Source: an optimization exercise on an open RTL-to-GDS flow (aim: small area). Production flows keep margins and buffers that such runs may drop.
The RTL was checked by simulation tests, not by an equivalence proof against the original design.
No activity file was given, so power comes from the tool's default toggle rates.

### design/flow/config.mk
export PLATFORM = sky130hd
export DESIGN_NAME = alarmclock
export DESIGN_NICKNAME = alarmclock
export VERILOG_FILES = /design/flow/design.v
export SDC_FILE = /design/flow/constraint.sdc
export NUM_CORES = 4
export LEC_CHECK = 0
export ABC_AREA = 1
export CAP_MARGIN = 20
export CORE_MARGIN = 2
export CORE_UTILIZATION = 70
export SLEW_MARGIN = 20
### design/flow/constraint.sdc
create_clock -name core_clock -period 10.0 [get_ports {clk}]
set_input_delay 2.0000 -clock core_clock [delete_from_list [all_inputs] [get_ports {clk}]]
set_output_delay 2.0000 -clock core_clock [all_outputs]
set_load 0.01 [all_outputs]
### design/flow/design.v
module keyunit (
	input      clk   ,
	input      rstn  ,
	input      key   ,       
	output reg shape         
	);
	reg [6:0] t20ms;
	reg       t    ;
	reg       rel  ;
	wire busy  = |t20ms;
	wire done  = !t20ms[0] && t20ms[1] && t20ms[2] && t20ms[3] && !t20ms[4] && !t20ms[5] && !t20ms[6];
	wire start = rel ? (!t && key) : (t && !key);    
	always@(posedge clk or negedge rstn)     
		if(!rstn) t <= 1'b1;
		else t <= key;
	always@(posedge clk or negedge rstn)
		if(!rstn) begin
			shape <= 0;
			t20ms <= 0;
			rel   <= 0;
		end else begin
			shape <= rel && done;
			t20ms <= ((busy || start) && !done) ? {t20ms[5:0], ~^{t20ms[0], t20ms[6]}} : 7'd0;
			if (done) rel <= !rel;
		end
endmodule
module clock (clk,set,reset,Less_in,Middle_in,Big_in,Sec,Min,Hour,sign_out,Less_uart,Middle_uart,Big_uart,uart_sign,flag);
input set,reset,Less_in,Middle_in,Big_in,clk,uart_sign,flag;
output reg sign_out;
output reg [6:0]Sec;
output reg [6:0] Min;
output reg [6:0] Hour;
input [6:0]Less_uart,Middle_uart,Big_uart;
always@ (posedge clk , negedge reset)
begin
if (!reset)
begin
Sec <= 7'd58;
Min <= 7'd58;
Hour <= 7'd23;
sign_out <= 1'b0;
end
else if (flag && !set)
begin
if(Sec == 59 && Min != 59 && Hour <=23)  
begin
Min <= Min + 1'b1;
Sec <= 0;
end
else if (Hour == 23 && Min == 59 && Sec == 59 )  
begin
Hour <= 0;
Min <= 0;
Sec <= 0;
sign_out <= 1'b1;
end
else if (Hour < 23 && Min == 59 && Sec == 59 )  
begin
Hour <= Hour + 1'b1;
Min <= 0;
Sec <= 0;
end
else  
begin
Sec <= Sec + 1'b1;
sign_out <= 1'b0;
end
end
else if(set && !uart_sign)
begin
if(Less_in && !Middle_in && !Big_in)
Sec <= (Sec == 59) ? 7'd0 : Sec + 1'b1;
else if(!Less_in && Middle_in && !Big_in)
Min <= (Min == 59) ? 7'd0 : Min + 1'b1;
else if(!Less_in && !Middle_in && Big_in)
Hour <= (Hour == 23) ? 7'd0 : Hour + 1'b1;
end
else if (set && uart_sign)
begin
Sec <= Less_uart;
Min <= Middle_uart;
Hour <= Big_uart;
end
end
endmodule
module claendar (clk,Less,Middle,Big,Day,Month,Year,sign_in,reset,set,Less_uart,Middle_uart,Big_uart,uart_sign);
input clk,Less,Middle,Big,sign_in,reset,set,uart_sign;
input [6:0]Less_uart,Middle_uart,Big_uart;
output reg [6:0]Year;
output reg [6:0]Day;
output reg [6:0]Month;
reg x;
reg flag;
reg v, f, l;
always@ (posedge clk,negedge reset)
begin
if (!reset)
begin
x <= 1'b0;
flag <= 1'b0;
end
else
begin
flag <= sign_in;
x <= sign_in ? !flag : x;
end
end
always@ (posedge clk,negedge reset)
begin
if (!reset) begin v <= 1'b1; f <= 1'b0; l <= 1'b1; end
else
case (Month)
7'd1, 7'd3, 7'd5, 7'd7, 7'd8, 7'd10, 7'd12 : begin v <= 1'b1; f <= 1'b0; l <= 1'b1; end
7'd4, 7'd6, 7'd9, 7'd11 : begin v <= 1'b1; f <= 1'b0; l <= 1'b0; end
7'd2 : begin v <= 1'b1; f <= 1'b1; l <= (Year[1:0] == 2'b00); end
default begin v <= 1'b0; f <= 1'b0; l <= 1'b0; end
endcase
end
wire last = v && Day >= {2'b00, 5'd28} + {f ? 2'd0 : 2'd2} + l;
always@(posedge clk,negedge reset)
begin
if (!reset)
begin
Year <= 7'd24;
Day <= 7'd3;
Month <= 7'd3;
end
else if (set && !uart_sign)
begin
if (Less && !Middle && !Big)
Day <= last ? 7'd1 : Day + 1'b1;
else if (!Less && Middle && !Big)
Month <= (Month >= 12) ? 7'd1 : Month + 1'b1;
else if (!Less && !Middle && Big)
Year <= Year + 1'b1;
end
else if (set && uart_sign)
begin
Day <= Less_uart;
Month <= Middle_uart;
Year <= Big_uart;
end
else if (x)
begin
if (last)
begin
Day <= 7'd1;
Month <= Month + 1'b1;
end
else if (Month > 12)
begin
Year <= Year + 1'b1;
Month <= 7'd1;
end
else Day <= Day + 1'b1;
end
end
endmodule
module alarm (clk,set,reset,Sec,Min,Hour,Less_in,Big_in,Middle_in,stop,Sec_in,Min_in,Hour_in,music_out,Less_uart,Middle_uart,Big_uart,uart_sign);
input [6:0]Sec_in,Min_in,Hour_in;
input uart_sign;
input set,reset,Less_in,Big_in,Middle_in,clk,stop;
input [6:0] Less_uart,Middle_uart,Big_uart;
output reg [6:0]Sec;
output reg [6:0]Min;
output reg [6:0]Hour;
output reg music_out;
always@ (posedge clk,negedge reset)
begin
if(!reset)
begin
Sec <= 7'd0;
Min <= 7'd59;
Hour <= 7'd23;
end
else if (set && !uart_sign)
begin
if (Less_in && !Middle_in && !Big_in)
Sec <= (Sec >= 59) ? 7'd0 : Sec + 1'b1;
else if (!Less_in && Middle_in && !Big_in)
Min <= (Min >= 59) ? 7'd0 : Min + 1'b1;
else if (!Less_in && !Middle_in && Big_in)
Hour <= (Hour >= 23) ? 7'd0 : Hour + 1'b1;
end
else if (set && uart_sign)
begin
Sec <= Less_uart;
Min <= Middle_uart;
Hour <= Big_uart;
end
end
always@(posedge clk , negedge reset)
begin
if (!reset) music_out <= 1'b0;
else if (!stop) music_out <= 1'b0;
else if (Sec == Sec_in && Min == Min_in && Hour == Hour_in) music_out <= 1'b1;
end
endmodule
module baoshi (clk,reset,S_in,M_in,buzz,set_time,clk_1,clk_2);
input [6:0] S_in,M_in;
input set_time;
input clk,reset;
input clk_1,clk_2;    
output reg buzz;
always@ (posedge clk,negedge reset)
	begin
	if (!reset) buzz <= 1'b0;
	else if(set_time == 0)
	begin
		if (M_in == 59 && (S_in == 50 || S_in == 52 || S_in == 54 || S_in == 56 || S_in == 58)) buzz <= clk_2;
		else if (S_in == 0 && M_in == 0) buzz <= clk_1;
	end
	end
endmodule
module choosedisplay (clk,clock,calendar,set_time,set_clock,set_calendar,cal,ala,reset);
input clk,clock,calendar,set_time,set_clock,set_calendar,reset;
output reg cal, ala;    
reg [13:0] x;           
reg flag;
wire done = !x[0] && !x[1] && x[3] && !x[4] && !x[5] && x[6] && x[7] && x[8] && !x[9] && !x[10] && x[11] && x[12] && !x[13];  
always@ (posedge clk,negedge reset)
begin
if (!reset)
begin
flag <= 1'b0;
x <= 14'd0;
cal <= 1'b0;
ala <= 1'b0;
end
else
begin
x <= (flag && !done) ? {x[12:0], ~^{x[0], x[1], x[9], x[13]}} : 14'd0;
if (flag)
begin
if (done) flag <= 1'b0;
end
else if (!calendar) begin cal <= 1'b1; ala <= 1'b0; flag <= 1'b1; end
else if (!clock) begin cal <= 1'b0; ala <= 1'b1; flag <= 1'b1; end
else if (set_time) begin cal <= 1'b0; ala <= 1'b0; end
else if (set_calendar) begin cal <= 1'b1; ala <= 1'b0; end
else if (set_clock) begin cal <= 1'b0; ala <= 1'b1; end
else begin cal <= 1'b0; ala <= 1'b0; end
end
end
endmodule
module choosesend (
input [6:0]Less,
input [6:0]Middle,
input [6:0]Big,
output [6:0]Less_o,
output [6:0]Middle_o,
output [6:0]Big_o
);
assign Less_o = Less;
assign Middle_o = Middle;
assign Big_o = Big;
endmodule
  module timebase (
    input  clk,
    input  reset,
    output ev_sec,      
    output ev_rx,       
    output ev_tx,       
    output ev_q,        
    output ev_x24,      
    output scan,        
    output [10:0] tone, 
    output bs_long,     
    output bs_short     
  );
    reg started;
    reg [1:0] c4;
    reg [1:0] c3a;
  reg [1:0] c3b;
  reg [2:0] c5a;
  reg [2:0] c5b;
  reg [2:0] c7;
  reg [3:0] c13;
  reg [4:0] c17;
  reg [4:0] c23;
  reg [4:0] c31;
  reg [5:0] c37;
  reg [7:0] c229;
  reg [10:0] c1667;
  reg t42, t37, t35, t31, t28, t25, t23, t21, t18, t17, t15, t63, t51;
    wire m3  = (c3a[1]);
    wire m9  = m3 && (c3b[1]);
    wire m5  = (c5a[0] && !c5a[1]);
    wire m25 = m5 && (c5b[0] && !c5b[1]);
    wire m7  = (!c7[0] && !c7[1] && c7[2]);
    wire m17 = (c17[0] && c17[1] && c17[2] && !c17[3]);
    wire m23 = (c23[0] && c23[1] && !c23[2] && !c23[3]);
    wire m31 = (!c31[0] && !c31[1] && !c31[2] && !c31[3] && c31[4]);
    wire m37 = (!c37[1] && !c37[2] && !c37[3] && !c37[4]);
    always @(posedge clk, negedge reset)
      if (!reset) begin
        started <= 1'b0;
        c4 <= 2'd0;
        c3a <= 2'd0;
      c3b <= 2'd0;
      c5a <= 3'd3;
      c5b <= 3'd3;
      c7 <= 3'd0;
      c13 <= 4'd4;
      c17 <= 5'd15;
      c23 <= 5'd6;
      c31 <= 5'd0;
      c37 <= 6'd2;
      c229 <= 8'd197;
      c1667 <= 11'd1784;
      t42 <= 0; t37 <= 0; t35 <= 0; t31 <= 0; t28 <= 0; t25 <= 0; t23 <= 0;
        t21 <= 0; t18 <= 0; t17 <= 0; t15 <= 0; t63 <= 0; t51 <= 0;
      end else begin
        started <= 1'b1;
        c4 <= c4 + 1'b1;
        c3a <= {c3a[0:0], ~^{c3a[0], c3a[1]}};
      if (m3) c3b <= {c3b[0:0], ~^{c3b[0], c3b[1]}};
      c5a <= {c5a[1:0], ~^{c5a[0], c5a[2]} ^ (c5a[0] && !c5a[1])};
      if (m5) c5b <= {c5b[1:0], ~^{c5b[0], c5b[2]} ^ (c5b[0] && !c5b[1])};
      c7 <= {c7[1:0], ~^{c7[0], c7[2]}};
      c13 <= {c13[2:0], ~^{c13[0], c13[3]} ^ (!c13[0] && c13[1] && !c13[2])};
      c17 <= {c17[3:0], ~^{c17[0], c17[4]} ^ (c17[0] && c17[1] && c17[2] && !c17[3])};
      c23 <= {c23[3:0], ~^{c23[1], c23[4]} ^ (c23[0] && c23[1] && !c23[2] && !c23[3])};
      c31 <= {c31[3:0], ~^{c31[1], c31[4]}};
      c37 <= {c37[4:0], ~^{c37[0], c37[5]} ^ (!c37[1] && !c37[2] && !c37[3] && !c37[4])};
      c229 <= {c229[6:0], ~^{c229[0], c229[1], c229[6], c229[7]} ^ (!c229[0] && c229[1] && !c229[2] && !c229[3] && !c229[4] && c229[5] && c229[6])};
      c1667 <= {c1667[9:0], ~^{c1667[1], c1667[10]} ^ (!c1667[0] && !c1667[1] && c1667[2] && c1667[3] && c1667[4] && c1667[5] && c1667[6] && !c1667[7] && c1667[8])};
      t42 <= t42 ^ (c4[0] && m3 && m7);
        t37 <= t37 ^ m37;
        t35 <= t35 ^ (m5 && m7);
        t31 <= t31 ^ m31;
        t28 <= t28 ^ (c4 == 2'd3 && m7);
        t25 <= t25 ^ m25;
        t23 <= t23 ^ m23;
        t21 <= t21 ^ (m3 && m7);
        t18 <= t18 ^ (c4[0] && m9);
        t17 <= t17 ^ m17;
        t15 <= t15 ^ (m3 && m5);
        t63 <= t63 ^ (m9 && m7);
        t51 <= t51 ^ (m3 && m17);
      end
    assign ev_sec = started && (!c3a[0] && !c3a[1]) && (!c1667[0] && !c1667[2] && c1667[3] && c1667[4] && c1667[5] && c1667[6] && c1667[7] && !c1667[8] && c1667[9]);
    assign ev_rx  = started && !c4[0] && (!c13[1] && c13[2] && !c13[3]);
    assign ev_tx  = started && c4 == 2'd0 && (!c13[1] && c13[2] && !c13[3]);
    assign ev_q   = started && c4 == 2'd0 && (!c3a[0] && !c3a[1]) && (!c229[1] && c229[2] && !c229[3] && !c229[4] && !c229[5] && c229[6] && c229[7]);
    assign ev_x24 = m25;
    assign scan = t25;
    assign tone = {t15, t17, t18, t21, t23, t25, t28, t31, t35, t37, t42};
    assign bs_long = t63;
    assign bs_short = t51;
  endmodule
module dec2 (input [6:0] v, output [3:0] q, output [3:0] r);
  wire       q3 = v >= 7'd80;
  wire [6:0] v1 = q3 ? v - 7'd80 : v;
  wire       q2 = v1 >= 7'd40;
  wire [5:0] v2 = q2 ? v1 - 7'd40 : v1;
  wire       q1 = v2 >= 6'd20;
  wire [4:0] v3 = q1 ? v2 - 6'd20 : v2;
  wire       q0 = v3 >= 5'd10;
  wire [3:0] v4 = q0 ? v3 - 5'd10 : v3;
  assign q = {q3, q2, q1, q0};
  assign r = v4;
endmodule
module display (clk,reset,
  Sec,Min,Hour,aSec,aMin,aHour,Day,Month,Year,cal,ala,
  ev_x24,scan,DIG,Digitron_Out,stop);
input clk,reset,stop;
input [6:0] Sec,Min,Hour,aSec,aMin,aHour,Day,Month,Year;
input cal, ala;
input ev_x24, scan;
output [5:0]DIG;
output [7:0]Digitron_Out;
reg [3:0] count;
reg [3:0] P;
reg L60;
reg [2:0] js;
wire [2:0] js_n = (ev_x24 && !scan) ? {js[1:0], !js[2]} : js;
function [5:0] digsel(input [2:0] s);
  digsel = {s[0] && !s[1], s[1] && !s[2], s[2] && s[0], s[1] && !s[0], s[2] && !s[1], !s[2] && !s[0]};
endfunction
assign DIG = ~digsel(js);
wire [5:0] DIG_n = ~digsel(js_n);
wire [6:0] Ls = cal ? Day   : ala ? aSec  : Sec;
wire [6:0] Ms = cal ? Month : ala ? aMin  : Min;
wire [6:0] Bs = cal ? Year  : ala ? aHour : Hour;
wire [6:0] v = (!DIG_n[0] || !DIG_n[1]) ? Ls : (!DIG_n[2] || !DIG_n[3]) ? Ms : Bs;
wire hi = !DIG_n[1] || !DIG_n[3] || !DIG_n[5];
wire [3:0] q, r;
dec2 conv (.v(v), .q(q), .r(r));
wire cond = !L60 && !(!stop && ala);
wire dp = !DIG[2] || !DIG[4];
reg [3:0] sc;
reg sdp;
reg [6:0] seg;
always @* case (sc)
4'd0 : seg = 7'b0111111;
4'd1 : seg = 7'b0000110;
4'd2 : seg = 7'b1011011;
4'd3 : seg = 7'b1001111;
4'd4 : seg = 7'b1100110;
4'd5 : seg = 7'b1101101;
4'd6 : seg = 7'b1111101;
4'd7 : seg = 7'b0000111;
4'd8 : seg = 7'b1111111;
4'd9 : seg = 7'b1101111;
4'd15: seg = 7'b1000000;
default: seg = 7'b0000000;
endcase
assign Digitron_Out = {sdp, seg};
always@ (posedge clk,negedge reset)
begin
if (!reset)
begin
js <= 3'b000;
P <= 4'd0;
L60 <= 1'b0;
count <= 4'd0;
sc <= 4'd14;
sdp <= 1'b0;
end
else
begin
js <= js_n;
P <= hi ? q : r;
L60 <= cal ? Day == 7'd60 : ala ? aSec == 7'd60 : Sec == 7'd60;
if (cond)
begin
count <= P;
if (count <= 4'd9) begin sc <= count; sdp <= dp; end    
end
else begin sc <= 4'd15; sdp <= 1'b0; end  
end
end
endmodule
module music (
  input key,
  input clk,
  input reset,
  input quarter,
  input [10:0] tone,
  output reg beep
);
  reg [6:0] i;
  always@ (posedge clk,negedge reset)
    if (!reset) i <= 7'd0;
    else if (quarter) i <= (i == 7'd97 || !key) ? 7'd0 : i + 1'b1;
  always@ (posedge clk,negedge reset)
    if (!reset) beep <= 1'b0;
    else if (key)
      case (i)
      7'd1: beep <= tone[1];
      7'd2: beep <= tone[3];
      7'd3: beep <= tone[6];
      7'd4: beep <= tone[8];
      7'd5: beep <= tone[8];
      7'd6: beep <= tone[8];
      7'd7: beep <= tone[8];
      7'd8: beep <= tone[9];
      7'd9: beep <= tone[7];
      7'd10: beep <= tone[7];
      7'd11: beep <= tone[7];
      7'd12: beep <= tone[7];
      7'd13: beep <= 1'b0;
      7'd14: beep <= tone[7];
      7'd15: beep <= tone[7];
      7'd16: beep <= tone[10];
      7'd17: beep <= tone[5];
      7'd18: beep <= tone[6];
      7'd19: beep <= tone[6];
      7'd20: beep <= tone[6];
      7'd21: beep <= tone[6];
      7'd22: beep <= tone[8];
      7'd23: beep <= tone[9];
      7'd24: beep <= tone[10];
      7'd25: beep <= tone[6];
      7'd26: beep <= tone[6];
      7'd27: beep <= tone[6];
      7'd28: beep <= tone[7];
      7'd29: beep <= tone[7];
      7'd30: beep <= tone[8];
      7'd31: beep <= tone[8];
      7'd32: beep <= tone[8];
      7'd33: beep <= tone[8];
      7'd34: beep <= tone[1];
      7'd35: beep <= tone[3];
      7'd36: beep <= tone[6];
      7'd37: beep <= tone[8];
      7'd38: beep <= tone[8];
      7'd39: beep <= tone[8];
      7'd40: beep <= tone[8];
      7'd41: beep <= tone[9];
      7'd42: beep <= tone[7];
      7'd43: beep <= tone[7];
      7'd44: beep <= tone[7];
      7'd45: beep <= tone[7];
      7'd46: beep <= tone[7];
      7'd47: beep <= tone[7];
      7'd48: beep <= tone[10];
      7'd49: beep <= tone[5];
      7'd50: beep <= tone[6];
      7'd51: beep <= tone[6];
      7'd52: beep <= tone[6];
      7'd53: beep <= tone[6];
      7'd54: beep <= tone[8];
      7'd55: beep <= tone[9];
      7'd56: beep <= tone[10];
      7'd57: beep <= tone[6];
      7'd58: beep <= tone[6];
      7'd59: beep <= tone[6];
      7'd60: beep <= tone[7];
      7'd61: beep <= tone[7];
      7'd62: beep <= tone[6];
      7'd63: beep <= tone[6];
      7'd64: beep <= tone[0];
      7'd65: beep <= tone[2];
      7'd66: beep <= tone[1];
      7'd67: beep <= tone[1];
      7'd68: beep <= tone[2];
      7'd69: beep <= tone[3];
      7'd70: beep <= tone[3];
      7'd71: beep <= tone[3];
      7'd72: beep <= tone[3];
      7'd73: beep <= tone[3];
      7'd74: beep <= tone[3];
      7'd75: beep <= tone[4];
      7'd76: beep <= tone[5];
      7'd77: beep <= tone[6];
      7'd78: beep <= tone[6];
      7'd79: beep <= tone[6];
      7'd80: beep <= tone[6];
      7'd81: beep <= tone[6];
      7'd82: beep <= tone[6];
      7'd83: beep <= tone[5];
      7'd84: beep <= tone[7];
      7'd85: beep <= tone[4];
      7'd86: beep <= tone[4];
      7'd87: beep <= tone[3];
      7'd88: beep <= tone[3];
      7'd89: beep <= tone[7];
      7'd90: beep <= tone[7];
      7'd91: beep <= tone[6];
      7'd92: beep <= tone[8];
      7'd93: beep <= tone[8];
      7'd94: beep <= tone[8];
      7'd95: beep <= tone[8];
      7'd96: beep <= tone[8];
      7'd97: beep <= tone[8];
      default;
      endcase
endmodule
module receive (
input uart,
input clk,
input reset,
input clk_2,           
output reg [6:0]Less,
output reg [6:0]Middle,
output reg [6:0]Big
);
reg uart_d;
reg flag;
reg [2:0] ch;
reg [4:0] s;
reg [6:0] acc, preB, preM;
wire take = s[0] && !s[3] && !s[4];       
wire s19 = s[4] && s[1] && s[0];
wire s8 = s[3] && !s[2] && !s[1] && !s[0];
wire s16 = s[4] && !s[1] && !s[0];
wire idle = ch == 3'd0 && s == 5'd0;
wire first = !ch[0] && s[2:1] == 2'd0;     
reg [6:0] add;
always @* case ({ch[0], s[2:1]})
  3'b000: add = 7'd10;
  3'b001: add = 7'd20;
  3'b010: add = 7'd40;
  3'b011: add = 7'd80;
  3'b100: add = 7'd1;
  3'b101: add = 7'd2;
  3'b110: add = 7'd4;
  default: add = 7'd8;
endcase
always@ (posedge clk,negedge reset)
begin
if (!reset)
begin
uart_d <= 1'b1;
flag <= 1'b0;
ch <= 3'd0;
s <= 5'd0;
acc <= 7'd0;
preB <= 7'd0;
preM <= 7'd0;
Big <= 7'd0;
Middle <= 7'd0;
Less <= 7'd0;
end
else if (clk_2)
begin
uart_d <= uart;
flag <= uart_d && !uart;
if (idle) s <= {4'd0, flag};
else if (s19) begin s <= 5'd0; ch <= (ch == 3'd5) ? 3'd0 : ch + 1'b1; end
else s <= s + 1'b1;
if (take) acc <= (first ? 7'd0 : acc) + (uart ? add : 7'd0);
if (s8 && ch == 3'd1) preB <= acc;
if (s8 && ch == 3'd3) preM <= acc;
if (ch == 3'd5 && s16)  
begin
Big <= preB;
Middle <= preM;
Less <= acc;
end
end
end
endmodule
module send (
input clk,
input reset,
input clk_2,              
input [6:0]Sec,
input [6:0]Min,
input [6:0]Hour,
input [6:0]Day,
input [6:0]Month,
input [6:0]Year,
output reg uart
);
reg half;
reg [2:0] g;
reg [1:0] j;
reg [3:0] b;
reg flag;    
reg nb;      
reg [6:0] val;
always @* case (g)
  3'd0: val = Min;
  3'd1: val = Hour;
  3'd2: val = Day;
  3'd3: val = Month;
  default: val = Year;
endcase
reg [7:0] ch;    
always @* case ({g, j[0]})
  4'b0000: ch = 8'h0d;    
  4'b0010: ch = 8'h3a;    
  4'b0100: ch = 8'h20;    
  4'b0110: ch = 8'h2d;    
  4'b1000: ch = 8'h2d;    
  4'b1010: ch = 8'h30;    
  default: ch = 8'h32;    
endcase
wire isdig = j != 2'd0 && g != 3'd5;
wire [3:0] q, r;
dec2 conv (.v(val), .q(q), .r(r));
wire [7:0] chr = isdig ? {4'h3, j[1] ? q : r} : ch;
wire fbit = (b == 4'd9) ? 1'b0 : (b == 4'd0) ? 1'b1 : chr[4'd8 - b];
wire c0 = g == 3'd0 && j == 2'd0;
wire y0 = !half && c0 && b == 4'd0;
wire show = !half || (c0 && b == 4'd0);    
always@(posedge clk,negedge reset)
begin
if (!reset)
begin
half <= 1'b1; g <= 3'd5; j <= 2'd1; b <= 4'd9;
flag <= 1'b0;
nb <= 1'b0;
uart <= 1'b1;
end
else
begin
nb <= fbit;
if (clk_2)
begin
uart <= (Sec != 7'd0 && !y0 && show) ? nb : 1'b1;
if (Sec == 7'd0) flag <= 1'b0;
else if (y0)
begin
half <= 1'b1; g <= 3'd5; j <= 2'd1; b <= 4'd9;
flag <= 1'b1;
end
else if (!flag)
begin
if (b != 4'd0) b <= b - 1'b1;
else
begin
b <= 4'd9;
if (j != 2'd0) j <= j - 1'b1;
else if (g != 3'd0) begin j <= 2'd2; g <= g - 1'b1; end
else begin g <= 3'd5; j <= 2'd1; half <= 1'b0; end
end
end
end
end
end
endmodule
module alarmclock (clk,set_time,set_clock,set_calendar,reset,Less_in,Middle_in,Big_in,DIG,Digitron_Out,buzz,stop,clock,calendar,uart,uart_sign,uart_out);
input clk,reset,Less_in,Middle_in,Big_in,stop,uart,uart_sign;
input set_time,set_clock,set_calendar;
input clock,calendar;
output wire uart_out;
output [5:0]DIG;
output [7:0]Digitron_Out;
output buzz;
wire [6:0] Sec,Min,Hour,aSec,aMin,aHour,Day,Month,Year;
wire [6:0] Less_uart,Middle_uart,Big_uart,Less_r,Middle_r,Big_r;
wire sign_out;
wire pressa,pressb,pressc;
wire music_out;
wire beep1,beep2;
wire cal, ala;
wire ev_sec, ev_rx, ev_tx, ev_q, ev_x24, scan, bs_long, bs_short;
wire [10:0] tone;
timebase TB (.clk(clk), .reset(reset), .ev_sec(ev_sec), .ev_rx(ev_rx), .ev_tx(ev_tx), .ev_q(ev_q),
  .ev_x24(ev_x24), .scan(scan), .tone(tone), .bs_long(bs_long), .bs_short(bs_short));
clock U1 (clk,set_time,reset,pressa,pressb,pressc,Sec,Min,Hour,sign_out,Less_uart,Middle_uart,Big_uart,uart_sign,ev_sec);
display U2 (.clk(clk), .reset(reset), .Sec(Sec), .Min(Min), .Hour(Hour), .aSec(aSec), .aMin(aMin), .aHour(aHour),
  .Day(Day), .Month(Month), .Year(Year), .cal(cal), .ala(ala), .ev_x24(ev_x24), .scan(scan),
  .DIG(DIG), .Digitron_Out(Digitron_Out), .stop(stop));
keyunit U3 (clk,reset,Less_in,pressa);
keyunit U10 (clk,reset,Middle_in,pressb);
keyunit U11 (clk,reset,Big_in,pressc);
baoshi U4 (clk,reset,Sec,Min,beep1,set_time,bs_long,bs_short);
claendar U5 (clk,pressa,pressb,pressc,Day,Month,Year,sign_out,reset,set_calendar,Less_uart,Middle_uart,Big_uart,uart_sign);
alarm U7 (clk,set_clock,reset,aSec,aMin,aHour,pressa,pressc,pressb,stop,Sec,Min,Hour,music_out,Less_uart,Middle_uart,Big_uart,uart_sign);
music U6 (.key(music_out), .clk(clk), .reset(reset), .quarter(ev_q), .tone(tone), .beep(beep2));
choosedisplay U9 (clk,clock,calendar,set_time,set_clock,set_calendar,cal,ala,reset);
receive U12 (.uart(uart), .clk(clk), .reset(reset), .clk_2(ev_rx), .Less(Less_r), .Middle(Middle_r), .Big(Big_r));
choosesend U13 (Less_r,Middle_r,Big_r,Less_uart,Middle_uart,Big_uart);
send U14 (.clk(clk), .reset(reset), .clk_2(ev_tx), .Sec(Sec), .Min(Min), .Hour(Hour), .Day(Day), .Month(Month), .Year(Year), .uart(uart_out));
assign buzz = music_out ? beep2 : beep1;
endmodule
### design/flow/flow/run.sh
#!/bin/bash
# Own flow: the standard layout (standard.sh: all ORFS steps, the platform's power grid and
# tap cells, a buffer on every port), with these changes:
#  - synthesis maps the logic with the area-oriented ABC script flow/abc_area2.script instead of
#    ORFS's abc_area.script, and leaves adders to ABC (no half/full adder cell mapping first).
#    Everything else in synthesis (front end, -nofsm -noshare, flip-flop mapping, flatten,
#    renames) is synth_recipe.tcl's, so the registers are the standard synthesis's;
#  - clock tree synthesis runs without dummy loads and with the clustering in flow/own.mk;
#  - the port buffers are buf_1 cells (flow/own.mk).
# Each tool's output is in own_flow.log and in ORFS's logs under orfs/logs.
set -euo pipefail
W=$(pwd)
F=$W/flow
# copy of ORFS synth.tcl whose abc call uses our script
sed 's|^  log_cmd abc {\*}\$abc_args|  set abc_args [lreplace $abc_args 1 1 $::env(OWN_ABC_SCRIPT)]\n  log_cmd abc {*}$abc_args|' \
  "$FLOW_HOME/scripts/synth.tcl" > "$W/own_synth_core.tcl"
grep -q OWN_ABC_SCRIPT "$W/own_synth_core.tcl"
# synth_recipe.tcl, sourcing that copy
sed "s|^source \$::env(SCRIPTS_DIR)/synth.tcl|source $W/own_synth_core.tcl|" synth_recipe.tcl > "$W/own_synth.tcl"
grep -q own_synth_core.tcl "$W/own_synth.tcl"
# The standard flow's config.mk plus our settings
{ echo "include $W/config.mk"; cat "$F/own.mk"; } > "$W/own_config.mk"
# standard.sh with that synthesis script and config
sed -E -e "s|SYNTH_SCRIPT=[^ ]+|SYNTH_SCRIPT=$W/own_synth.tcl|" -e "s|DESIGN_CONFIG=[^ ]+|DESIGN_CONFIG=$W/own_config.mk|" \
  standard.sh > "$W/own_standard.sh"
grep -q own_synth.tcl "$W/own_standard.sh"
grep -q own_config.mk "$W/own_standard.sh"
export OWN_ABC_SCRIPT=$F/abc_area2.script
bash "$W/own_standard.sh" > "$W/own_flow.log" 2>&1
### design/flow/flow/abc_area2.script
strash
scorr
dc2
&get -n
&deepsyn -T 60
&put
dch -f
amap -m -F 2 -A 8
topo
### design/flow/flow/own.mk
# clock tree: no dummy loads, clkbuf_8 buffers, clusters of at most 14 sinks within 50 um
export CTS_ARGS = -sink_clustering_enable -repair_clock_nets -dont_use_dummy_load -buf_list sky130_fd_sc_hd__clkbuf_8 -sink_clustering_size 14 -sink_clustering_max_diameter 50
# one buffer on every input and output port, as standard, but a buf_1
export BUFFER_PORTS_ARGS = -inputs -outputs -buffer_cell sky130_fd_sc_hd__buf_1
# adders are left to ABC instead of being mapped to half/full adder cells first
export ADDER_MAP_FILE =
### design/flow/standard.sh
#!/bin/bash
# synth_recipe.tcl (not shown) runs the flow's synth.tcl, then flattens the netlist and writes it again
# the make line also repeats each setting of config.mk as NAME=value (left out here)
make -C /OpenROAD-flow-scripts/flow DESIGN_CONFIG=/design/flow/config.mk WORK_HOME=/design/flow/orfs CLKGATE_MAP_FILE= SYNTH_SCRIPT=/design/flow/synth_recipe.tcl "${@:-finish}"
==> results of run 1 <==
[cell usage after synthesis, types with 5 or more instances]
cell      instances
a21oi_1         106
nand2_1         101
nor2_1          239
o41ai_1           5
dfrtp_1         215
o21ai_0         121
nor4_1           27
buf_1             9
nor3_1           35
a31oi_1          15
nand3_1          16
clkinv_1        242
o32ai_1          13
o221ai_1         17
or2_0             8
a211oi_1          6
o211ai_1          5
a22oi_1           6
o22a_1           15
o21a_1            9
or3_1            10
a222oi_1         11
nand4_1           7
dfstp_2          66
nor2b_1          17
o22ai_1          94
[final cells by class]
cell class / instances / area [sq um]
flip-flops and latches: 281 / 7110
fillers: 1346 / 4630
well taps: 234 / 293
inverters: 242 / 908
clock buffers: 29 / 399
repair buffers: 32 / 151
multi-input cells: 941 / 5020
[stage by stage]
| stage | std cells | worst slack [ns] | hold slack, ns | area [sq um] | utilization |
|---|---|---|---|---|---|
| CTS | 1759 | 4.47 | 0.361 | 13900 | 0.750 |
| detailed placement | 1730 | 4.60 | 0.357 | 13500 | 0.728 |
| global placement | 1730 | 4.81 | 0.349 | 13500 | 0.728 |
| floorplan | 1474 | 5.34 | 0.345 | 13100 | - |
| global route | 1759 | 3.64 | 0.368 | 13900 | 0.750 |
| finish | 1759 | 4.44 | 0.361 | 13900 | 0.750 |
[worst max-delay path: stages, from the launching register on]
cell and delay [ns]:
dfstp_2 0.55, nor2b_1 0.29, clkinv_1 0.20, nor2_1 0.17
clkinv_1 0.12, nor2b_1 0.15, nand2_1 0.14, o22ai_1 0.39
clkinv_1 0.29, o22ai_1 0.46, o22ai_1 0.16, nor4_1 0.51
and2_0 0.34, o21ai_0 0.16, nor2_1 0.14, nor2_1 0.04
o21ai_0 0.13, o22ai_1 0.16, or3_1 0.32, a31oi_1 0.27
a21oi_1 0.14, o32ai_1 0.27
[cell usage in the layout, fill, tap and decap left out, types with 29 or more instances in the layout]
cell,netlist,final
nor2_1,239,239
clkbuf_8,0,29
nor3_1,35,35
dfstp_2,66,66
nand2_1,101,101
dfrtp_1,215,215
a21oi_1,106,106
o22ai_1,94,94
clkinv_1,242,242
o21ai_0,121,120
[power by group]
part           switching (uW)  internal, uW
clock                     360           256
sequential               72.7          1220
combinational             195          95.4
total                     627          1570
[registers in the layout, indices dropped and copies added (netlist names), 7 cells and up]
register and count:
U9.x 14, TB.c1667 11, TB.c229 8, U1.Hour 7, U1.Min 7, U1.Sec 7
U10.t20ms 7, U11.t20ms 7, U12.Big 7, U12.Less 7, U12.Middle 7, U12.acc 7
U12.preB 7, U12.preM 7, U3.t20ms 7, U5.Day 7, U5.Month 7, U5.Year 7
U6.i 7, U7.Hour 7, U7.Min 7, U7.Sec 7
[kinds of logic (layout without fill, tap and decap cells)]
family,after synthesis,in the layout,share of synthesized area
AND/OR/NAND/NOR,476,476,0.159
other,1,1,0.000287
XOR/XNOR,1,1,0.000669
AO/OA/AOI/OAI,463,463,0.223
flip-flops,281,281,0.544
buffers and inverters,252,303,0.0726
[routing by layer]
| layer | vias to the layer above | wire (um) |
|---|---|---|
| li1 | 5322 | - |
| met1 | 5345 | 13800 |
| met2 | 528 | 15400 |
| met3 | 110 | 2900 |
| met4 | 0 | 1390 |
| met5 | - | 0 |
[worst max-delay path by stage]
stage                              startpoint                 to  cells past startpoint
after floorplan           TB.c5a[0]$_DFF_PN1_  U2.P[1]$_DFF_PN0_                     23
after CTS                 TB.c5a[0]$_DFF_PN1_  U2.P[3]$_DFF_PN0_                     21
after global placement    TB.c5a[0]$_DFF_PN1_  U2.P[1]$_DFF_PN0_                     21
final                     TB.c5a[0]$_DFF_PN1_  U2.P[3]$_DFF_PN0_                     21
after detailed placement  TB.c5a[0]$_DFF_PN1_  U2.P[3]$_DFF_PN0_                     21
after global routing      TB.c5a[0]$_DFF_PN1_  U2.P[3]$_DFF_PN0_                     21
==> flow_metrics.env, run 1 <==
export IMPL_worst_pin_slew_ns=0.945
export IMPL_path_max_fanout=7
export IMPL_areaGrowthSynthToFinish_pct=6.14
export IMPL_grt_pass1_wl_um=54500
export IMPL_synthCells=1474
export IMPL_num_rows=50
export IMPL_max_freq_mhz=180
export IMPL_drt_pass1_iterations=8
export IMPL_clock_path_buffers=3
export IMPL_layout_nets=1540
export IMPL_ant_nets=0
export IMPL_synth_edff_count=0
export IMPL_fin_crit_ns=5.56
export IMPL_hold_start="TB.c37[1]$_DFF_PN1_"
export IMPL_cts_htree_levels=1
export IMPL_cts_root_buf="clkbuf_8"
export IMPL_pin_count=29
export IMPL_use_met2=0.550
export IMPL_drt_iter0_markers=1087
export IMPL_clock_latency_ns=0.59
export IMPL_holdPathStages=0
export IMPL_core_region_area_sq_um=18500
export IMPL_finClkSkew_ns=0.0745
export IMPL_synthDistinctLibCells=57
export IMPL_cts_setup_buffers=0
export IMPL_finalHoldViolCount=0
export IMPL_ctsHoldBuffers=0
export IMPL_vias_per_cell=6.43
export IMPL_synth_seq_cells=281
export IMPL_regToRegEndpoint="U2.P[3]$_DFF_PN0_"
export IMPL_async_reset_ff_frac=1.00
export IMPL_setup_viol=0
export IMPL_synth_seq_area_share=0.544
export IMPL_leakage_uw=0.00556
export IMPL_powerDensity_nw_per_um2=158
export IMPL_syn_num_nets=1487
export IMPL_grt_ovfl_total=0
export IMPL_num_vias=11300
export IMPL_synthTopCellsByArea="dfrtp_1, dfstp_2, clkinv_1"
export IMPL_period_share=0.556
export IMPL_hold_path_end="TB.c37[2]$_DFF_PN0_"
export IMPL_synthFlopType="dfrtp_1"
export IMPL_die_w_um=141
export IMPL_crit_type="flop to flop"
export IMPL_ff2ff_setup_slack_ns=4.44
export IMPL_start_util=0.707
export IMPL_dieArea_sq_um=19800
export IMPL_maxSlewViolCount=0
export IMPL_numCtsBuffers=29
export IMPL_cts_repair_resized=0
export IMPL_clock_sinks=281
export IMPL_crit_path_start_kind="flop"
export IMPL_synth_avg_cell_area_sq_um=8.88
export IMPL_maxSlewHeadroom=0.364
export IMPL_wl_um=33500
export IMPL_wl_per_cell_um=19.0
export IMPL_drcViolationCount=0
export IMPL_die_y_um=141
export IMPL_drv_cap=0
export IMPL_rr_worst_depth=21
export IMPL_first_global_vias=11000
export IMPL_clkTransAtPathRegs_ns=0.09
export IMPL_outcome="complete, no violations"
export IMPL_port_buffers=28
export IMPL_grt_max_degree=178
export IMPL_synth_top_area_share=0.411
export IMPL_final_setup_tns_ns=0
export IMPL_antenna_found_initial=0
export IMPL_met3_usage=0.0669
export IMPL_required_ns=10.45
export IMPL_gp_congestion=1.08
export IMPL_rsz0062_at_grt="no"
export IMPL_synth_top_cell_by_area="dfrtp_1"
export IMPL_dpl_hpwl_um=25000
export IMPL_timing_rr_start="TB.c5a[0]$_DFF_PN1_"
export IMPL_grt_use_met1=0.469
export IMPL_grt_usage=0.344
export IMPL_worst_ir_drop_vdd_uv=159
export IMPL_holdCritPathClass="flop to flop"
export IMPL_end_kind="flop"
export IMPL_drive_gt1_frac=0.0656
export IMPL_finalPower_uw=2200
export IMPL_syn_area_sq_um=13100
export IMPL_cts_tree="yes"
export IMPL_ys_warn_count=11
export IMPL_top_usage_layer="met2"
export IMPL_antenna_diode_count=0
export IMPL_arrival_ns=6.01
==> run 2, diff against run 1 <==
==> design/flow/flow/own.mk (replaced) <==
# clock tree: no dummy loads, clkbuf_4 buffers, clusters of at most 10 sinks within 40 um
export CTS_ARGS = -sink_clustering_enable -repair_clock_nets -dont_use_dummy_load -buf_list sky130_fd_sc_hd__clkbuf_4 -sink_clustering_size 10 -sink_clustering_max_diameter 40
# one buffer on every input and output port, as standard, but a buf_1
export BUFFER_PORTS_ARGS = -inputs -outputs -buffer_cell sky130_fd_sc_hd__buf_1
# adders are left to ABC instead of being mapped to half/full adder cells first
export ADDER_MAP_FILE =
==> flow_metrics.env, run 2 <==
export IMPL_outcome="complete, no violations"
export IMPL_synth_top_family_by_area="compound AO/OA/AOI/OAI gates"
export IMPL_timing_rr_start="TB.c5a[0]$_DFF_PN1_"
export IMPL_arrival_ns=6.11
export IMPL_pin_count=29
export IMPL_ys_warn_count=11
export IMPL_end_kind="flop"
export IMPL_max_freq_mhz=179
export IMPL_synth_xor_area_share=0.000669
export IMPL_synth_top_area_share=0.411
export IMPL_synth_avg_cell_area_sq_um=8.88
export IMPL_die_w_um=141
export IMPL_largest_reg_flops=14
export IMPL_final_common_cell="clkinv_1"
export IMPL_async_reset_ff_frac=1.00
export IMPL_cts_htree_levels=2
export IMPL_ctsHoldBuffers=0
export IMPL_crit_chain="nor2b_1 > clkinv_1 > nor2_1 > clkinv_1 > nor2b_1 > nand2_1 > o22ai_1 > clkinv_1 > o22ai_1 > o22ai_1 > nor4_1 > and2_0 > o21ai_0 > nor2_1 > nor2_1 > o21ai_0 > o22ai_1 > or3_1 > a31oi_1 > a21oi_1 > o32ai_1"
export IMPL_syn_num_nets=1487
export IMPL_worst_ir_drop_vdd_uv=161
export IMPL_finClkSkew_ns=0.0595
export IMPL_maxSlewViolCount=0
export IMPL_setup_viol=0
export IMPL_drv_cap=0
export IMPL_drive_gt1_frac=0.0717
export IMPL_port_buffers=28
export IMPL_synth_simple_area_share=0.159
export IMPL_clock_latency_ns=0.67
export IMPL_synthMuxAreaShare=0
export IMPL_dieArea_sq_um=19800
export IMPL_syn_area_sq_um=13100
export IMPL_period_share=0.557
export IMPL_cts_tree="yes"
export IMPL_final_setup_tns_ns=0
export IMPL_cts_root_buf="clkbuf_4"
export IMPL_wl_um=33600
export IMPL_crit_path_frequent_cell="o22ai_1"
export IMPL_required_ns=10.54
export IMPL_slowest_delay_ns=0.55
export IMPL_finalHoldViolCount=0
export IMPL_synth_top_cell_by_area="dfrtp_1"
export IMPL_ant_nets=0
export IMPL_numCtsBuffers=39
export IMPL_worst_pin_slew_ns=0.910
export IMPL_rr_worst_depth=21
export IMPL_rsz0062_at_grt="no"
export IMPL_synth_common_cells="clkinv_1, nor2_1, dfrtp_1"
export IMPL_dpl_hpwl_um=25000
export IMPL_drcViolationCount=0
export IMPL_crit_buf_inv=3
export IMPL_synth_seq_cells=281
export IMPL_holdPathStages=0
export IMPL_clock_sinks=281
export IMPL_regToRegEndpoint="U2.P[3]$_DFF_PN0_"
export IMPL_wl_per_cell_um=19.0
export IMPL_cts_repair_resized=0
export IMPL_core_region_area_sq_um=18500
export IMPL_areaGrowthSynthToFinish_pct=5.35
export IMPL_drt_pass1_iterations=10
export IMPL_first_global_vias=11000
export IMPL_reg_largest_list="U9.x (14), TB.c1667 (11), TB.c229 (8)"
export IMPL_gp_congestion=1.08
export IMPL_synthFlopType="dfrtp_1"
export IMPL_grt_usage=0.348
export IMPL_fin_crit_ns=5.57
export IMPL_clock_path_buffers=3
export IMPL_antenna_found_initial=1
export IMPL_num_vias=11400
export IMPL_leakage_uw=0.00553
export IMPL_clkTransAtPathRegs_ns=0.10
export IMPL_vias_per_cell=6.47
export IMPL_cp_slowest_cell="dfstp_2"
export IMPL_yosysMostFrequentCell="clkinv_1"
export IMPL_holdCritPathClass="flop to flop"
export IMPL_synth_seq_area_share=0.544
export IMPL_grt_max_degree=178
export IMPL_ff2ff_setup_slack_ns=4.43
export IMPL_start_util=0.707
export IMPL_layout_nets=1550
export IMPL_hold_start="TB.c229[1]$_DFF_PN0_"
export IMPL_synth_edff_count=0
export IMPL_dp_cells=1730
export IMPL_regMostFlops="U9.x"
export IMPL_synthDistinctLibCells=57
export IMPL_hold_path_end="TB.c229[2]$_DFF_PN1_"
export IMPL_cp_top_family="compound AO/OA/AOI/OAI gates"
export IMPL_synthCells=1474
export IMPL_drt_iter0_markers=1113
export IMPL_synth_compound_area_frac=0.223
export IMPL_synthTopCellsByArea="dfrtp_1, dfstp_2, clkinv_1"
export IMPL_crit_path_start_kind="flop"
export IMPL_crit_type="flop to flop"
export IMPL_final_cell_mix="clkinv_1, nor2_1, dfrtp_1"
export IMPL_num_rows=50
export IMPL_die_y_um=141
export IMPL_grt_pass1_wl_um=54700
export IMPL_powerDensity_nw_per_um2=154
export IMPL_grt_ovfl_total=0
export IMPL_maxSlewHeadroom=0.390
export IMPL_cts_setup_buffers=0
export IMPL_fin_cells=1770
export IMPL_synth_fa_ha_area_frac=0
export IMPL_path_max_fanout=7
run 2: cells by family after synthesis:
kind of cell	Yosys count
simple gates	476
flops	281
xor+xnor	1
buf+inv	252
other cells	1
compound gates	463
run 2: how the worst max path moves through the flow:
stage / start / to / cells past startpoint
floorplan: TB.c5a[0]$_DFF_PN1_ / U2.P[1]$_DFF_PN0_ / 23
global placement: TB.c5a[0]$_DFF_PN1_ / U2.P[1]$_DFF_PN0_ / 21
detailed placement: TB.c5a[0]$_DFF_PN1_ / U2.P[3]$_DFF_PN0_ / 21
CTS: TB.c5a[0]$_DFF_PN1_ / U2.P[3]$_DFF_PN0_ / 21
global route: TB.c5a[0]$_DFF_PN1_ / U2.P[3]$_DFF_PN0_ / 21
finish: TB.c5a[0]$_DFF_PN1_ / U2.P[3]$_DFF_PN0_ / 21
run 2: layout make-up:
class | instances | area (sq um)
Tap cell | 234 | 293
Fill cell | 1361 | 4730
Sequential cell | 281 | 7110
Antenna cell | 1 | 2.50
Timing Repair Buffer | 32 | 151
Multi-Input combinational cell | 941 | 5020
Clock buffer | 39 | 293
Inverter | 242 | 908
run 2: layer usage:
layer	global-route usage	vias to the layer above	wire (um)
met5	0	-	0
met2	0.550	561	15600
met4	0.146	0	1290
li1	-	5355	-
met1	0.475	5422	13900
met3	0.0734	108	2840
run 2: power breakdown:
group	total (uW)	switching (uW)	internal (uW)
sequential	1290	73.7	1220
clock	539	359	180
combinational	290	194	95.4
total	2120	627	1500
run 2: per-stage QoR:
stage	power (uW)	hold slack [ns]	cell area (sq um)	util	setup WS, ns
after floorplan	1480	0.345	13100	-	5.34
after CTS	2120	0.356	13800	0.744	4.49
after detailed placement	1590	0.357	13500	0.728	4.60
after global routing	2220	0.334	13800	0.744	3.65
after global placement	1580	0.349	13500	0.728	4.81
final	2120	0.369	13800	0.744	4.43
==> run 3, diff against run 2 <==
==> design/flow/flow/own.mk (replaced) <==
# clock tree: no dummy loads, clkbuf_4 buffers, clusters of at most 8 sinks within 35 um
export CTS_ARGS = -sink_clustering_enable -repair_clock_nets -dont_use_dummy_load -buf_list sky130_fd_sc_hd__clkbuf_4 -sink_clustering_size 8 -sink_clustering_max_diameter 35
# one buffer on every input and output port, as standard, but a buf_1
export BUFFER_PORTS_ARGS = -inputs -outputs -buffer_cell sky130_fd_sc_hd__buf_1
# adders are left to ABC instead of being mapped to half/full adder cells first
export ADDER_MAP_FILE =
==> flow_metrics.env, run 3 <==
export IMPL_num_vias=11500
export IMPL_num_rows=50
export IMPL_end_kind="flop"
export IMPL_period_share=0.554
export IMPL_start_util=0.707
export IMPL_yosysMostFrequentCell="clkinv_1"
export IMPL_clock_path_buffers=3
export IMPL_worst_pin_slew_ns=0.950
export IMPL_clkTransAtPathRegs_ns=0.09
export IMPL_drcViolationCount=0
export IMPL_crit_type="flop to flop"
export IMPL_arrival_ns=6.09
export IMPL_reg_largest_list="U9.x (14), TB.c1667 (11), TB.c229 (8)"
export IMPL_synth_seq_area_share=0.544
export IMPL_synthCells=1474
export IMPL_final_common_cell="clkinv_1"
export IMPL_setup_viol=0
export IMPL_cp_slowest_cell="dfstp_2"
export IMPL_cts_htree_levels=2
export IMPL_finClkSkew_ns=0.0528
export IMPL_path_max_fanout=7
export IMPL_gp_congestion=1.08
export IMPL_finalHoldViolCount=0
export IMPL_die_w_um=141
export IMPL_finalPower_uw=2160
export IMPL_regMostFlops="U9.x"
export IMPL_synth_avg_cell_area_sq_um=8.88
export IMPL_syn_num_nets=1487
export IMPL_layout_nets=1557
export IMPL_clock_latency_ns=0.67
export IMPL_drv_cap=0
export IMPL_pin_count=29
export IMPL_dieArea_sq_um=19800
export IMPL_grt_pass1_wl_um=54800
export IMPL_seqPwrFrac=0.598
export IMPL_rsz0062_at_grt="no"
export IMPL_areaGrowthSynthToFinish_pct=5.75
export IMPL_switching_share=0.294
export IMPL_wl_um=33600
export IMPL_combPwrFrac=0.134
export IMPL_ys_warn_count=11
export IMPL_clock_sinks=281
export IMPL_power_switching_uw=637
export IMPL_maxSlewHeadroom=0.367
export IMPL_crit_path_frequent_cell="o22ai_1"
export IMPL_synth_top_cell_by_area="dfrtp_1"
export IMPL_synth_common_cells="clkinv_1, nor2_1, dfrtp_1"
export IMPL_synth_edff_count=0
export IMPL_crit_buf_inv=3
export IMPL_cts_tree="yes"
export IMPL_powerDensity_nw_per_um2=156
export IMPL_synthFlopType="dfrtp_1"
export IMPL_numCtsBuffers=46
export IMPL_antenna_found_initial=1
export IMPL_synthDistinctLibCells=57
export IMPL_die_y_um=141
export IMPL_synth_top_area_share=0.411
export IMPL_fin_crit_ns=5.54
export IMPL_synth_seq_cells=281
export IMPL_final_setup_tns_ns=0
export IMPL_clkPwrFrac=0.268
export IMPL_syn_area_sq_um=13100
export IMPL_wl_per_cell_um=18.9
export IMPL_cts_root_buf="clkbuf_4"
export IMPL_leakage_uw=0.00556
export IMPL_p_int_uw=1530
export IMPL_holdCritPathClass="flop to flop"
export IMPL_cp_top_family="compound AO/OA/AOI/OAI gates"
export IMPL_core_region_area_sq_um=18500
export IMPL_max_freq_mhz=181
export IMPL_worst_ir_drop_vdd_uv=154
export IMPL_grt_ovfl_total=0
export IMPL_maxSlewViolCount=0
export IMPL_final_cell_mix="clkinv_1, nor2_1, dfrtp_1"
export IMPL_ant_nets=0
export IMPL_crit_chain="nor2b_1 > clkinv_1 > nor2_1 > clkinv_1 > nor2b_1 > nand2_1 > o22ai_1 > clkinv_1 > o22ai_1 > o22ai_1 > nor4_1 > and2_0 > o21ai_0 > nor2_1 > nor2_1 > o21ai_0 > o22ai_1 > or3_1 > a31oi_1 > a21oi_1 > o32ai_1"
export IMPL_dpl_hpwl_um=25000
export IMPL_vias_per_cell=6.45
export IMPL_grt_usage=0.348
export IMPL_largest_reg_flops=14
export IMPL_port_buffers=28
export IMPL_outcome="complete, no violations"
export IMPL_cts_setup_buffers=0
export IMPL_grt_max_degree=178
export IMPL_drive_gt1_frac=0.0759
export IMPL_synthTopCellsByArea="dfrtp_1, dfstp_2, clkinv_1"
export IMPL_drt_iter0_markers=1047
export IMPL_slowest_delay_ns=0.55
export IMPL_cts_repair_resized=0
export IMPL_first_global_vias=11100
export IMPL_fillers=1362
export IMPL_crit_path_start_kind="flop"
export IMPL_drt_pass1_iterations=12
export IMPL_async_reset_ff_frac=1.00
export IMPL_required_ns=10.55
export IMPL_ctsHoldBuffers=0
==> run 3: cell count changes in the layout (fill, tap and decap cells not counted) <==
cell,before,now
clkbuf_4,40,47
==> run 3: cell type report <==
class                   count  area (sq um)  share of cell area
diodes                      1          2.50            0.000181
multi-input cells         941          5020               0.363
clock buffers              46           345              0.0250
well taps                 234           293              0.0212
inverters                 242           908              0.0656
flip-flops and latches    281          7110               0.514
repair buffers             32           151              0.0109
==> run 3: per-layer routing <==
layer  track usage  routed length (um)
met1         0.472               14000
met2         0.550               15500
met3        0.0734                2650
met4         0.152                1460
met5             0                   0
==> run 3: kinds of logic (layout without fill, tap and decap cells) <==
family / count (synthesis) / in the layout / share of synthesized area
AOI/OAI and AO/OA: 463 / 463 / 0.223
DFF: 281 / 281 / 0.544
buffers and inverters: 252 / 320 / 0.0726
xor gates and xnor gates: 1 / 1 / 0.000669
other: 1 / 2 / 0.000287
and+or+nand+nor: 476 / 476 / 0.159
==> run 3: worst paths after layout <==
kind	from	to	slack, ns	cells after the start
max	TB.c5a[0]$_DFF_PN1_	U2.P[3]$_DFF_PN0_	4.46	21
min	TB.c17[2]$_DFF_PN1_	TB.c17[3]$_DFF_PN1_	0.37	0
max reg2reg	TB.c5a[0]$_DFF_PN1_	U2.P[3]$_DFF_PN0_	4.46	21
min reg2reg	TB.c17[2]$_DFF_PN1_	TB.c17[3]$_DFF_PN1_	0.37	0
max in group asynchronous	reset	U7.Min[2]$_DFFE_PN0P_	7.33	2
min in group asynchronous	reset	TB.c37[4]$_DFF_PN0_	1.35	1
==> run 3: power groups by stage <==
stage                     registers [uW]  clock network, uW  logic, uW
after floorplan                     1280                  0        194
after global placement              1310                  0        272
after detailed placement            1310                  0        279
after CTS                           1290                586        282
after global routing                1300                634        321
final                               1290                580        290
==> run 3: stage by stage <==
step                cell area (sq um)  utilization  cells  hold WS, ns  worst slack [ns]
floorplan                       13100            -   1474        0.345              5.34
finish                          13800        0.747   1777        0.367              4.46
detailed placement              13500        0.728   1730        0.357              4.60
CTS                             13800        0.747   1776        0.372              4.53
global placement                13500        0.728   1730        0.349              4.81
global route                    13800        0.747   1777        0.376              3.68
==> run 4, diff against run 3 <==
--- a/design/flow/design.v
+++ b/design/flow/design.v
@@ -216,12 +216,12 @@
 input clk,clock,calendar,set_time,set_clock,set_calendar,reset;
 output reg cal, ala;    
-reg [13:0] x;           
-reg flag;
-wire done = !x[0] && !x[1] && x[3] && !x[4] && !x[5] && x[6] && x[7] && x[8] && !x[9] && !x[10] && x[11] && x[12] && !x[13];  
+reg [13:0] x;
+wire busy = |x;
+wire done = x[0] && !x[1] && !x[2] && x[4] && !x[5] && !x[6] && x[7] && x[8] && x[9] && !x[10] && !x[11] && x[12] && x[13];
+wire trig = !calendar || !clock;
 always@ (posedge clk,negedge reset)
 begin
 if (!reset)
 begin
-flag <= 1'b0;
 x <= 14'd0;
 cal <= 1'b0;
@@ -230,11 +230,9 @@
 else
 begin
-x <= (flag && !done) ? {x[12:0], ~^{x[0], x[1], x[9], x[13]}} : 14'd0;
-if (flag)
+x <= ((busy || trig) && !done) ? {x[12:0], ~^{x[0], x[1], x[9], x[13]}} : 14'd0;
+if (!busy)
 begin
-if (done) flag <= 1'b0;
-end
-else if (!calendar) begin cal <= 1'b1; ala <= 1'b0; flag <= 1'b1; end
-else if (!clock) begin cal <= 1'b0; ala <= 1'b1; flag <= 1'b1; end
+if (!calendar) begin cal <= 1'b1; ala <= 1'b0; end
+else if (!clock) begin cal <= 1'b0; ala <= 1'b1; end
 else if (set_time) begin cal <= 1'b0; ala <= 1'b0; end
 else if (set_calendar) begin cal <= 1'b1; ala <= 1'b0; end
@@ -243,4 +241,5 @@
 end
 end
+end
 endmodule
 module choosesend (
==> flow_metrics.env, run 4 <==
export IMPL_outcome="complete, no violations"
export IMPL_grt_max_degree=82
export IMPL_fillers=1293
export IMPL_reg_largest_list="U9.x (14), TB.c1667 (11), TB.c229 (8)"
export IMPL_clkPwrFrac=0.231
export IMPL_num_vias=11600
export IMPL_placed_cell_area_sq_um=13400
export IMPL_holdCritPathClass="flop to flop"
export IMPL_final_common_cell="clkinv_1"
export IMPL_final_cell_mix="clkinv_1, nor2_1, dfrtp_1"
export IMPL_combPwrFrac=0.207
export IMPL_wl_per_cell_um=19.2
export IMPL_syn_area_sq_um=13100
export IMPL_p_int_uw=1670
export IMPL_start_util=0.720
export IMPL_arrival_ns=5.59
export IMPL_worst_ir_drop_vdd_uv=193
export IMPL_fin_crit_ns=5.03
export IMPL_antenna_found_initial=0
export IMPL_synth_seq_area_share=0.542
export IMPL_drcViolationCount=0
export IMPL_synthDistinctLibCells=56
export IMPL_clock_latency_ns=0.70
export IMPL_rr_worst_depth=23
export IMPL_vias_per_cell=6.54
export IMPL_crit_path_start_kind="flop"
export IMPL_clock_path_buffers=3
export IMPL_drive_gt1_frac=0.0779
export IMPL_drv_cap=0
export IMPL_crit_type="flop to flop"
export IMPL_end_kind="flop"
export IMPL_synth_common_cells="clkinv_1, nor2_1, dfrtp_1"
export IMPL_dp_slack_ns=4.79
export IMPL_final_setup_tns_ns=0
export IMPL_synthCells=1477
export IMPL_wl_met3_um=3320
export IMPL_pin_count=29
export IMPL_synthFlopType="dfrtp_1"
export IMPL_ant_nets=0
export IMPL_numCtsBuffers=46
export IMPL_hold_path_end="TB.c23[2]$_DFF_PN1_"
export IMPL_ys_warn_count=11
export IMPL_finalHoldViolCount=0
export IMPL_maxSlewViolCount=0
export IMPL_drt_iter0_markers=1353
export IMPL_port_buffers=28
export IMPL_num_rows=49
export IMPL_regMostFlops="U9.x"
export IMPL_die_w_um=141
export IMPL_worst_pin_slew_ns=0.949
export IMPL_synth_seq_cells=280
export IMPL_cts_htree_levels=2
export IMPL_period_share=0.503
export IMPL_holdPathStages=0
export IMPL_setup_viol=0
export IMPL_synth_edff_count=0
export IMPL_setup_slack_ns=4.97
export IMPL_dpl_hpwl_um=25200
export IMPL_path_max_fanout=8
export IMPL_antenna_diode_count=0
export IMPL_synth_top_area_share=0.410
export IMPL_rsz0062_at_grt="no"
export IMPL_power_switching_uw=830
export IMPL_first_global_vias=11100
export IMPL_timing_rr_start="TB.c5a[0]$_DFF_PN1_"
export IMPL_maxSlewHeadroom=0.358
export IMPL_hold_slack_ns=0.355
export IMPL_multi_input_area_sq_um=4990
export IMPL_grt_usage=0.350
export IMPL_drt_pass1_iterations=9
export IMPL_layout_nets=1556
export IMPL_switching_share=0.332
export IMPL_syn_num_nets=1490
export IMPL_ctsHoldBuffers=0
export IMPL_clock_sinks=280
export IMPL_highest_layer="met4"
export IMPL_clkTransAtPathRegs_ns=0.09
export IMPL_synthTopCellsByArea="dfrtp_1, dfstp_2, clkinv_1"
export IMPL_hold_start="TB.c23[1]$_DFF_PN1_"
export IMPL_regToRegEndpoint="U2.P[3]$_DFF_PN0_"
export IMPL_met1_length_um=13800
export IMPL_wl_um=33900
export IMPL_seqPwrFrac=0.562
export IMPL_dieArea_sq_um=19800
export IMPL_largest_reg_flops=14
export IMPL_cts_tree="yes"
export IMPL_areaGrowthSynthToFinish_pct=5.88
export IMPL_route_met2_wl_um=15600
export IMPL_core_region_area_sq_um=18100
export IMPL_seq_area_sq_um=7090
export IMPL_grt_ovfl_total=0
export IMPL_cts_repair_resized=0
export IMPL_leakage_uw=0.00549
export IMPL_yosysMostFrequentCell="clkinv_1"
export IMPL_synth_avg_cell_area_sq_um=8.85
export IMPL_ff2ff_setup_slack_ns=4.97
export IMPL_required_ns=10.56
export IMPL_die_y_um=141
export IMPL_cts_setup_buffers=0
export IMPL_max_freq_mhz=199
export IMPL_grt_pass1_wl_um=55400
export IMPL_cts_root_buf="clkbuf_4"
export IMPL_async_reset_ff_frac=1.00
export IMPL_powerDensity_nw_per_um2=181
export IMPL_fin_area_sq_um=13800
export IMPL_finClkSkew_ns=0.0813
export IMPL_gp_congestion=1.03
export IMPL_synth_top_cell_by_area="dfrtp_1"
[run 4: worst max-delay path by stage]
stage / start / endpoint / slack, ns / depth (start not counted)
after floorplan: uart / U12.acc[6]$_DFFE_PN0P_ / 5.81 / 11
after global placement: uart_sign / U5.Day[1]$_DFFE_PN1P_ / 4.95 / 12
after detailed placement: uart_sign / U5.Day[1]$_DFFE_PN1P_ / 4.79 / 12
after CTS: TB.c5a[0]$_DFF_PN1_ / U2.P[3]$_DFF_PN0_ / 5.05 / 23
after global routing: TB.c5a[0]$_DFF_PN1_ / U2.P[3]$_DFF_PN0_ / 4.24 / 23
final: TB.c5a[0]$_DFF_PN1_ / U2.P[3]$_DFF_PN0_ / 4.97 / 23
[run 4: kinds of logic (layout without fill, tap and decap cells)]
family,count (synthesis),in the layout,synth area share
xor gates and xnor gates,3,3,0.00201
DFF,280,280,0.542
muxes,1,1,0.000861
other,1,1,0.000287
buffers and inverters,265,329,0.0764
AOI/OAI and AO/OA,460,460,0.223
and+or+nand+nor,467,467,0.155
[run 4: layer usage]
layer  GRT usage  vias up
li1            -     5362
met1       0.486     5499
met2       0.551      593
met3      0.0822      119
met4       0.121        0
met5           0        -
[run 4: cell type report]
class	count	share of cell area
inverters	249	0.0675
flip-flops and latches	280	0.512
multi-input cells	932	0.361
repair buffers	34	0.0140
well taps	229	0.0207
clock buffers	46	0.0250
[run 4: power groups by stage]
stage / clock network (uW) / logic (uW) / registers (uW)
after floorplan: 0 / 369 / 1380
after global placement: 0 / 477 / 1420
after detailed placement: 0 / 497 / 1420
after CTS: 584 / 499 / 1400
after global routing: 631 / 575 / 1420
final: 578 / 517 / 1410
[run 4: critical path, stage by stage (launching register included)]
cell and delay [ns]:
dfstp_2 0.55, nor2b_1 0.18, clkinv_1 0.19, nor3_1 0.25, nand2_1 0.16, o22ai_1 0.38, clkinv_1 0.24, nor2_1 0.26
nor2_1 0.14, nand2_1 0.08, o21ai_0 0.08, nor4_1 0.51, clkinv_1 0.17, nor2_1 0.27, clkinv_1 0.19, nor2_1 0.17
o22ai_1 0.09, a21oi_1 0.16, a21oi_1 0.05, o21ai_0 0.15, nor2_1 0.12, a21oi_1 0.15, o21ai_0 0.13, o32ai_1 0.28
[run 4: metrics by stage]
stage / util / power (uW) / std cells
after floorplan: - / 1750 / 1477
after global placement: 0.740 / 1890 / 1722
after detailed placement: 0.740 / 1920 / 1722
after CTS: 0.759 / 2490 / 1768
after global routing: 0.763 / 2630 / 1770
final: 0.763 / 2500 / 1770

## port drivers added, routing unchanged
The results above use ideal ports. As a check the final layouts listed here were re-extracted and re-timed, cells and wires unchanged.
Step 1: set_driving_cell puts a clkbuf_16 on clk and a buf_2 on each other input, an assumption about the parent block.
Step 2, shift: input delay + t, output delay - t, t = (earliest + latest rising clock arrival at the registers) / 2. This alone moves slack from input paths to output paths.
Three values: ideal, step 1, step 2; two values: the first two.
run | t (ns) | setup slack, ns | clock arrival spread, ns | worst register clock-pin slew, ns
run 1 | 0.607 | 4.436 / 4.436 / 4.436 | 0.078 / 0.078 | 0.09 / 0.09
run 2 | 0.682 | 4.427 / 4.427 / 4.427 | 0.061 / 0.062 | 0.11 / 0.11
run 3 | 0.683 | 4.460 / 4.460 / 4.460 | 0.053 / 0.053 | 0.10 / 0.10
run 4 | 0.700 | 4.969 / 4.969 / 4.560 | 0.081 / 0.082 | 0.09 / 0.09
After both steps setup and hold are still met in every run listed. For run 4, which loses most, drivers alone change the setup slack by 0.000 ns; drivers and shift together by -0.409 ns.
